Context: an optimization exercise on an open-source flow, tuned for small area and a short achievable clock period. The choices shown serve that exercise and are no tape-out recipe. No functional check of the RTL was part of this run. Power is estimated from default activity; no workload was simulated.

[design/flow/flow/abc_map.script]
strash
dch
map
topo
stime -c
buffer -c
upsize -c
dnsize -c
[design/flow/flow/run.sh]
#!/bin/bash
# The standard layout (standard.sh), with these changes:
#  - synthesis maps the logic with flow/abc_map.script in place of ORFS's
#    abc_speed.script (same Yosys script otherwise, so the same registers);
#  - the port buffers are buf_1 cells;
#  - clock tree synthesis inserts no dummy loads;
#  - repair aims at the setup margin given below.
# Each tool's full output goes to ORFS's own logs under orfs/logs/, and
# make's output to standard_make.log here.
set -euo pipefail
here=$(pwd)
args=()
if [[ -f flow/abc_map.script ]]; then
  sed "s#log_cmd abc {\*}\$abc_args#log_cmd abc -script $here/flow/abc_map.script {*}[lrange \$abc_args 2 end]#" \
    "$FLOW_HOME/scripts/synth.tcl" > "$here/synth_own.tcl"
  grep -q "flow/abc_map.script" "$here/synth_own.tcl"
  sed "s#\$::env(SCRIPTS_DIR)/synth.tcl#$here/synth_own.tcl#" synth_recipe.tcl > "$here/synth_recipe_own.tcl"
  grep -q "synth_own.tcl" "$here/synth_recipe_own.tcl"
  args+=(SYNTH_SCRIPT="$here/synth_recipe_own.tcl")
fi
bash standard.sh ${args[@]+"${args[@]}"} \
  "BUFFER_PORTS_ARGS=-buffer_cell sky130_fd_sc_hd__buf_1" \
  "CTS_ARGS=-sink_clustering_enable -repair_clock_nets -buf_list sky130_fd_sc_hd__clkbuf_8 -dont_use_dummy_load" \
  SETUP_SLACK_MARGIN=5.0 finish > standard_make.log 2>&1
[design/flow/standard.sh]
#!/bin/bash
# synth_recipe.tcl (not shown) runs the flow's synth.tcl, then flattens the netlist and writes it again
# the make line also repeats each setting of config.mk as NAME=value (left out here)
make -C /OpenROAD-flow-scripts/flow DESIGN_CONFIG=/design/flow/config.mk WORK_HOME=/design/flow/orfs CLKGATE_MAP_FILE= SYNTH_SCRIPT=/design/flow/synth_recipe.tcl "${@:-finish}"
[design/flow/constraint.sdc]
create_clock -name core_clock -period 9.5 [get_ports {clk}]
set_input_delay 1.9000 -clock core_clock [delete_from_list [all_inputs] [get_ports {clk}]]
set_output_delay 1.9000 -clock core_clock [all_outputs]
set_load 0.01 [all_outputs]
[design/flow/design.v]
`timescale 1ns / 100ps
module pre_norm(clk, rmode, add, opa, opb, opa_nan, opb_nan, fracta_out,
		fractb_out, exp_dn_out, sign, nan_sign, result_zero_sign,
		fasu_op);
input		clk;
input	[1:0]	rmode;
input		add;
input	[31:0]	opa, opb;
input		opa_nan, opb_nan;
output	[26:0]	fracta_out, fractb_out;
output	[7:0]	exp_dn_out;
output		sign;
output		nan_sign, result_zero_sign;
output		fasu_op;
reg	[26:0]	fracta_out;
reg	[7:0]	exp_dn_out;
reg		sign, fasu_op, nan_sign, result_zero_sign;
reg		signa_r, signb_r, nan_sign1_r;
wire		signa = opa[31];
wire		signb = opb[31];
wire	[7:0]	expa = opa[30:23];
wire	[7:0]	expb = opb[30:23];
wire	[22:0]	fracta = opa[22:0];
wire	[22:0]	fractb = opb[22:0];
wire		expa_nz = |expa;
wire		expb_nz = |expb;
function [1:0] cmp_gt_eq;	 
	input [31:0] x, y;
	integer i, w;
	reg [31:0] g, e;
	begin
		g = x & ~y;
		e = ~(x ^ y);
		for (w = 1; w < 32; w = w * 2)
			for (i = 0; i < 32; i = i + 2 * w) begin
				g[i] = g[i + w] | (e[i + w] & g[i]);
				e[i] = e[i + w] & e[i];
			end
		cmp_gt_eq = {g[0], e[0]};
	end
endfunction
wire	[1:0]	f_cmp = cmp_gt_eq({9'b0, fractb}, {9'b0, fracta});
wire	[1:0]	e_cmp = cmp_gt_eq({24'b0, expb}, {24'b0, expa});
wire		fb_gt_fa = f_cmp[1];
wire		f_eq = f_cmp[0];
wire		b_gt_a = e_cmp[1] | (e_cmp[0] & fb_gt_fa);
wire		mag_eq = e_cmp[0] & f_eq;
wire		add_d = add ^ signa ^ signb;	 
wire	[7:0]	ea = {expa[7:1], expa[0] | ~expa_nz};
wire	[7:0]	eb = {expb[7:1], expb[0] | ~expb_nz};
function [8:0] sub8;
	input [7:0] x, y;
	integer i, w;
	reg [7:0] g, p, c;
	begin
		g = ~x & y;		 
		p = ~(x ^ y);		 
		c = g;
		for (w = 1; w < 8; w = w * 2)
			for (i = 7; i >= w; i = i - 1) begin
				c[i] = c[i] | (p[i] & c[i - w]);
				p[i] = p[i] & p[i - w];
			end
		sub8 = {c[7], (x ^ y) ^ {c[6:0], 1'b0}};
	end
endfunction
wire	[8:0]	d_ab = sub8(ea, eb);
wire	[8:0]	d_ba = sub8(eb, ea);
wire	[7:0]	exp_diff = d_ab[8] ? d_ba[7:0] : d_ab[7:0];
wire		diff_big = |exp_diff[7:5];
wire	[23:0]	op_small = b_gt_a ? {expa_nz, fracta} : {expb_nz, fractb};
wire	[23:0]	op_large = b_gt_a ? {expb_nz, fractb} : {expa_nz, fracta};
wire	[4:0]	shamt = diff_big ? 5'd31 : exp_diff[4:0];
reg	[23:0]	small_r;
reg	[4:0]	shamt_r, shamt_n_r;	 
always @(posedge clk) begin
	fracta_out <= {op_large, 3'b0};
	small_r    <= op_small;
	shamt_r    <= shamt;
	shamt_n_r  <= ~shamt;
	exp_dn_out <= (!add_d & mag_eq) ? 8'h0 : (b_gt_a ? expb : expa);
	sign       <= b_gt_a ? (signb ^ ~add) : signa;
	fasu_op    <= add_d;
end
function [26:0] step;	 
	input [26:0] x;
	input integer k;
	input s, sn;
	step = ({27{s}} & (x >> k)) | ({27{sn}} & x);
endfunction
wire	[26:0]	sft0 = {small_r, 3'b0};
wire	[26:0]	sft1 = step(sft0, 16, shamt_r[4], shamt_n_r[4]);
wire		stk1 = shamt_r[4] & |sft0[15:0];
wire	[26:0]	sft2 = step(sft1, 8, shamt_r[3], shamt_n_r[3]);
wire		stk2 = stk1 | (shamt_r[3] & |sft1[7:0]);
wire	[26:0]	sft3 = step(sft2, 4, shamt_r[2], shamt_n_r[2]);
wire		stk3 = stk2 | (shamt_r[2] & |sft2[3:0]);
wire	[26:0]	sft4 = step(sft3, 2, shamt_r[1], shamt_n_r[1]);
wire		stk4 = stk3 | (shamt_r[1] & |sft3[1:0]);
wire	[26:0]	small_sft = step(sft4, 1, shamt_r[0], shamt_n_r[0]);
wire		sticky = stk4 | (shamt_r[0] & sft4[0]);
assign fractb_out = {small_sft[26:1], small_sft[0] | sticky};
always @(posedge clk) begin
	signa_r     <= signa;
	signb_r     <= signb;
	nan_sign1_r <= f_eq ? (signa & signb) : fb_gt_fa ? signb : signa;
end
wire		add_r = fasu_op ^ signa_r ^ signb_r;
wire		rm3 = rmode == 2'd3;
always @(posedge clk) begin
	result_zero_sign <= ( add_r &  signa_r &  signb_r) |
			    (!add_r &  signa_r & !signb_r) |
			    ( add_r & (signa_r |  signb_r) & rm3) |
			    (!add_r & (signa_r == signb_r) & rm3);
	nan_sign <= (opa_nan & opb_nan) ? nan_sign1_r :
		    opb_nan ? signb_r : signa_r;
end
endmodule
[design/flow/config.mk]
export PLATFORM = sky130hd
export DESIGN_NAME = pre_norm
export DESIGN_NICKNAME = pre_norm
export VERILOG_FILES = /design/flow/design.v
export SDC_FILE = /design/flow/constraint.sdc
export NUM_CORES = 4
export LEC_CHECK = 0
export CAP_MARGIN = 20
export CORE_MARGIN = 2
export CORE_UTILIZATION = 70
export CTS_BUF_LIST = sky130_fd_sc_hd__clkbuf_8
export PLACE_DENSITY = 0.8
export SETUP_SLACK_MARGIN = 5.0
export SLEW_MARGIN = 20
==> results.txt <==
## final timing paths
check             startpoint                  endpoint  slack [ns]
min          fasu_op$_DFF_P_  result_zero_sign$_DFF_P_        0.49
max                  opb[28]      shamt_n_r[3]$_DFF_P_        5.15
max reg2reg  signa_r$_DFF_P_  result_zero_sign$_DFF_P_        8.36
min reg2reg  fasu_op$_DFF_P_  result_zero_sign$_DFF_P_        0.49
## sequential cells by signal, summed over array words and instances, names as in the netlist
register          count
fracta_out           24
small_r              24
exp_dn_out            8
shamt_n_r             5
shamt_r               5
fasu_op               1
nan_sign              1
nan_sign1_r           1
result_zero_sign      1
sign                  1
signa_r               1
signb_r               1
## through the flow
stage	instances	worst slack (ns)	power (mW)	area [um^2]	utilization [%]
floorplan	698	5.671	0.5692	4960	-
global placement	886	4.604	0.6276	5359	78.44
detailed placement	886	4.516	0.6382	5360	78.46
CTS	896	5.026	0.8200	5504	80.57
global route	903	4.929	0.8791	5589	81.81
finish	903	5.152	0.8379	5589	81.81
## cell families (layout without fill, tap and decap cells)
family | Yosys count | in the layout | synth area share, %
compound gates | 234 | 237 | 29.64
simple gates | 222 | 222 | 19.48
buf+inv | 123 | 229 | 10.66
flops | 73 | 73 | 29.51
fa+ha+maj | 40 | 40 | 10.11
xor+xnor | 3 | 3 | 0.5307
other cells | 1 | 3 | 0.07572
## tightest hold or removal path, cell delays in order, from the launching register on
cell	delay [ns]
sky130_fd_sc_hd__dfxtp_1	0.32
sky130_fd_sc_hd__inv_1	0.07
sky130_fd_sc_hd__o21ai_0	0.07
## synthesized netlist by cell type (3+ instances only)
library cell               number  area share (%)
sky130_fd_sc_hd__a22oi_1       21             3.2
sky130_fd_sc_hd__ha_1          40              10
sky130_fd_sc_hd__o21a_1         3            0.45
sky130_fd_sc_hd__buf_4         10             1.5
sky130_fd_sc_hd__o211ai_1      16             2.4
sky130_fd_sc_hd__nand4_1       15             1.9
sky130_fd_sc_hd__buf_2         11             1.1
sky130_fd_sc_hd__a21oi_1       46             4.6
sky130_fd_sc_hd__nor4_1         5            0.63
sky130_fd_sc_hd__nor2_1        38             2.9
sky130_fd_sc_hd__dfxtp_1       73              30
sky130_fd_sc_hd__nor3_2         3            0.61
sky130_fd_sc_hd__clkbuf_1      17             1.3
sky130_fd_sc_hd__o22a_1         3            0.53
sky130_fd_sc_hd__o21ai_0       65             6.6
sky130_fd_sc_hd__nor3_1        10             1.0
sky130_fd_sc_hd__nand2_1      130             9.9
sky130_fd_sc_hd__a31oi_1        3            0.38
sky130_fd_sc_hd__o21ai_1       15             1.5
sky130_fd_sc_hd__a32oi_1        8             1.4
sky130_fd_sc_hd__nand3_1       13             1.3
sky130_fd_sc_hd__inv_1         80             6.1
sky130_fd_sc_hd__o21bai_1       3            0.45
sky130_fd_sc_hd__o22ai_1       33             4.2
## layer usage
| layer | vias to the layer above | GRT usage [%] | part of all wire, % |
|---|---|---|---|
| met5 | - | 0 | 0 |
| met4 | 0 | 10.74 | 2.5 |
| met3 | 39 | 7.257 | 9.8 |
| met2 | 378 | 60.47 | 48 |
| met1 | 2491 | 43.00 | 40 |
| li1 | 2661 | - | - |
## timing repair
action	in CTS	in global routing
pin swaps	1	3
setup endpoints to repair	41	72
gates cloned	1	2
resized for setup	2	5
setup buffers	0	5
## area by class of cell
class,instances,area (um^2)
multi-input cells,505,3034
flip-flops and latches,73,1466
fillers,461,1242
repair buffers,137,533.0
inverters,83,311.5
clock buffers,9,123.9
well taps,96,120.1
## power groups by stage
| stage | clock network, mW | logic (mW) | registers (mW) |
|---|---|---|---|
| 3_5_place_dp | 0 | 0.253 | 0.385 |
| 2_1_floorplan | 0 | 0.189 | 0.380 |
| 6_report | 0.185 | 0.271 | 0.382 |
| 5_1_grt | 0.194 | 0.299 | 0.386 |
| 4_1_cts | 0.183 | 0.258 | 0.379 |
| 3_3_place_gp | 0 | 0.243 | 0.385 |
==> parameters.txt <==
Parameter                              Value

Placement
  HPWL reported at the end of detailed placement ... 10.19 mm
  Routability cong. ... 0.9589
  Port-buffer cells ... 132

STA
  Maximum clock rate ... 230.0 MHz
  Worst Tran Pin Value ... 0.7726 ns
  Final count of hold timing violations ... 0
  Max-slew headroom at the worst pin ... 48.49%
  Final worst hold slack ... 0.4856 ns
  Worst setup skew after layout ... 0.01612 ns
  Final setup violation count ... 0
  Period utilisation layout ... 45.77%
  Setup tns final ... 0 ns
  Unrepaired setup endpoints after global routing ... false
  Min Clock Period, post-route ... 4.348 ns
  Final slew viol count ... 0

Setup path
  Cell chain of the critical path ... buf_1 > nor4_1 > nand4_1 > inv_1 > nor2_1 > inv_1 > ha_1 > a21oi_1 > o21ai_1 > nand2_1 > nand2_2 > o211ai_1 > nand2_1 > nand2_1 > nand2_1 > o2111a_1
  Crit path kind ... in -> reg
  Largest driver fanout on the critical path ... 15
  Critical path data arrival time ... 4.62 ns
  FF-to-FF path depth ... 7
  Delay of the slowest cell on the worst path ... 0.34 ns
  Worst setup EP type ... register
  Cell with the biggest individual delay on the critical path ... sky130_fd_sc_hd__nor4_1
  Critical path depth ... 16
  Critical Path Most Common Cell ... sky130_fd_sc_hd__nand2_1
  Critical path startpoint category ... input port
  Cell family with the largest share of critical-path delay ... simple AND/OR/NAND/NOR gates
  Worst EP required ... 9.77 ns
  CP bufs+invs ... 3

Clocking
  Clock network latency to the later pin of the worst-skew pair ... 0.35 ns
  TritonCTS clock tree ... done
  Sinks on the clock net ... 73
  Count of H-tree levels built during CTS ... 3
  Longest Clk Path Bufs ... 2
  Total CTS buffers ... 9
  Root buffer cell ... sky130_fd_sc_hd__clkbuf_8
  Hold-fix buffer count after cts ... 0
  Clock transition at the registers of the reported paths ... 0.08 ns

Floorplanning
  Row count ... 30
  I/O pin total ... 136
  Core Footprint ... 6832 um^2
  Die boundary width ... 88.11 um
  Die Span Y ... 88.11 um
  Area of the die ... 7763 um^2
  Initial cell density of the core ... 72.49%

Layout
  Most used cells in the layout excluding fill and tap cells ... sky130_fd_sc_hd__buf_1 (132), sky130_fd_sc_hd__nand2_1 (130), sky130_fd_sc_hd__inv_1 (80)
  Most common cell after layout, fill and taps aside ... sky130_fd_sc_hd__buf_1
  Number of antenna repair diodes ... 0
  Post-synthesis to final-layout area growth ... 12.86%
  Fin nets ... 919
  Layout cell share with drive strength beyond 1 ... 4.337%

Global routing
  Congestion Overflow GR ... 0
  Overall Global Routing Usage ... 34.67%
  Wire length of the first global-routing pass ... 21.41 mm
  Pin count of the biggest net entering global routing ... 47
  Number of global-route vias before repair ... 4,815
  Antenna violations before repair ... 0

Yosys
  Fraction of the yosys area taken by sequential cells ... 29.51%
  Post-synth EDFFs ... 0
  Number of instances in the synthesized netlist ... 696
  Number of different library cells in the post-synthesis netlist ... 49
  Yosys Warn Count ... 1
  Synth async-reset ratio ... 0%
  Number of synthesized register bits ... 73
  Mean cell area of the mapped netlist ... 7.115 um^2
  Top FF cell, synth ... sky130_fd_sc_hd__dfxtp_1
  Netlist area before placement ... 4952 um^2

Worst hold path
  Hold path depth ... 2
  Worst min-delay path category ... reg -> reg

Routing
  Wirelength, routed ... 14.29 mm
  Router iterations before antenna repair ... 6
  Routed wire per std cell ... 15.83 um
  Remaining design rule violation count ... 0
  Total via count after detailed routing ... 5,569
  Routed via count divided by cell count ... 6.167
  Post-detailed-route count of antenna-violating nets ... 0
  Iteration-0 DRC count of the detailed router ... 462

Power and ir drop
  Share of total power in sequential cells ... 45.6%
  Leakage power total ... 2.359 nW
  Pint ... 522.6 uW
  Net Switching ... 315.3 uW
  Pwr/cell area ... 149.9 nW/um^2
  Fraction of power spent switching nets ... 37.63%
  Worst-case vdd ir drop ... 0.0001088 V
  Clk network pwr share ... 22.1%
  Fraction of power consumed by combinational cells ... 32.3%

Run status
  Status ... complete, no violations

Flow run
  Max-cap check violation count ... 0

## separate check: timing with driven ports
No port has a modelled driver above. Below, the same layout with a new extraction and two added sets of constraints.
Step 1 (the two cells are an assumption about what drives the block):
set clk [get_ports {clk}]
set_driving_cell -lib_cell sky130_fd_sc_hd__clkbuf_16 $clk
set_driving_cell -lib_cell sky130_fd_sc_hd__buf_2 [delete_from_list [all_inputs] $clk]
Step 2, shift: input delay + t, output delay - t, t = (earliest + latest rising clock arrival at the registers) / 2. This alone moves slack from input paths to output paths.
Three values: ideal ports, drivers, drivers and shift; two values: the first two.
t (ns): 0.378
setup slack, ns: 5.152 / 5.165 / 4.788
worst setup path after step 2: input to register
latest minus earliest clock arrival (ns): 0.031 / 0.031
pins driven straight from the clock port: 1
After both steps this run still meets setup and hold. For this run, drivers alone change the setup slack by +0.013 ns; drivers and shift together by -0.364 ns.
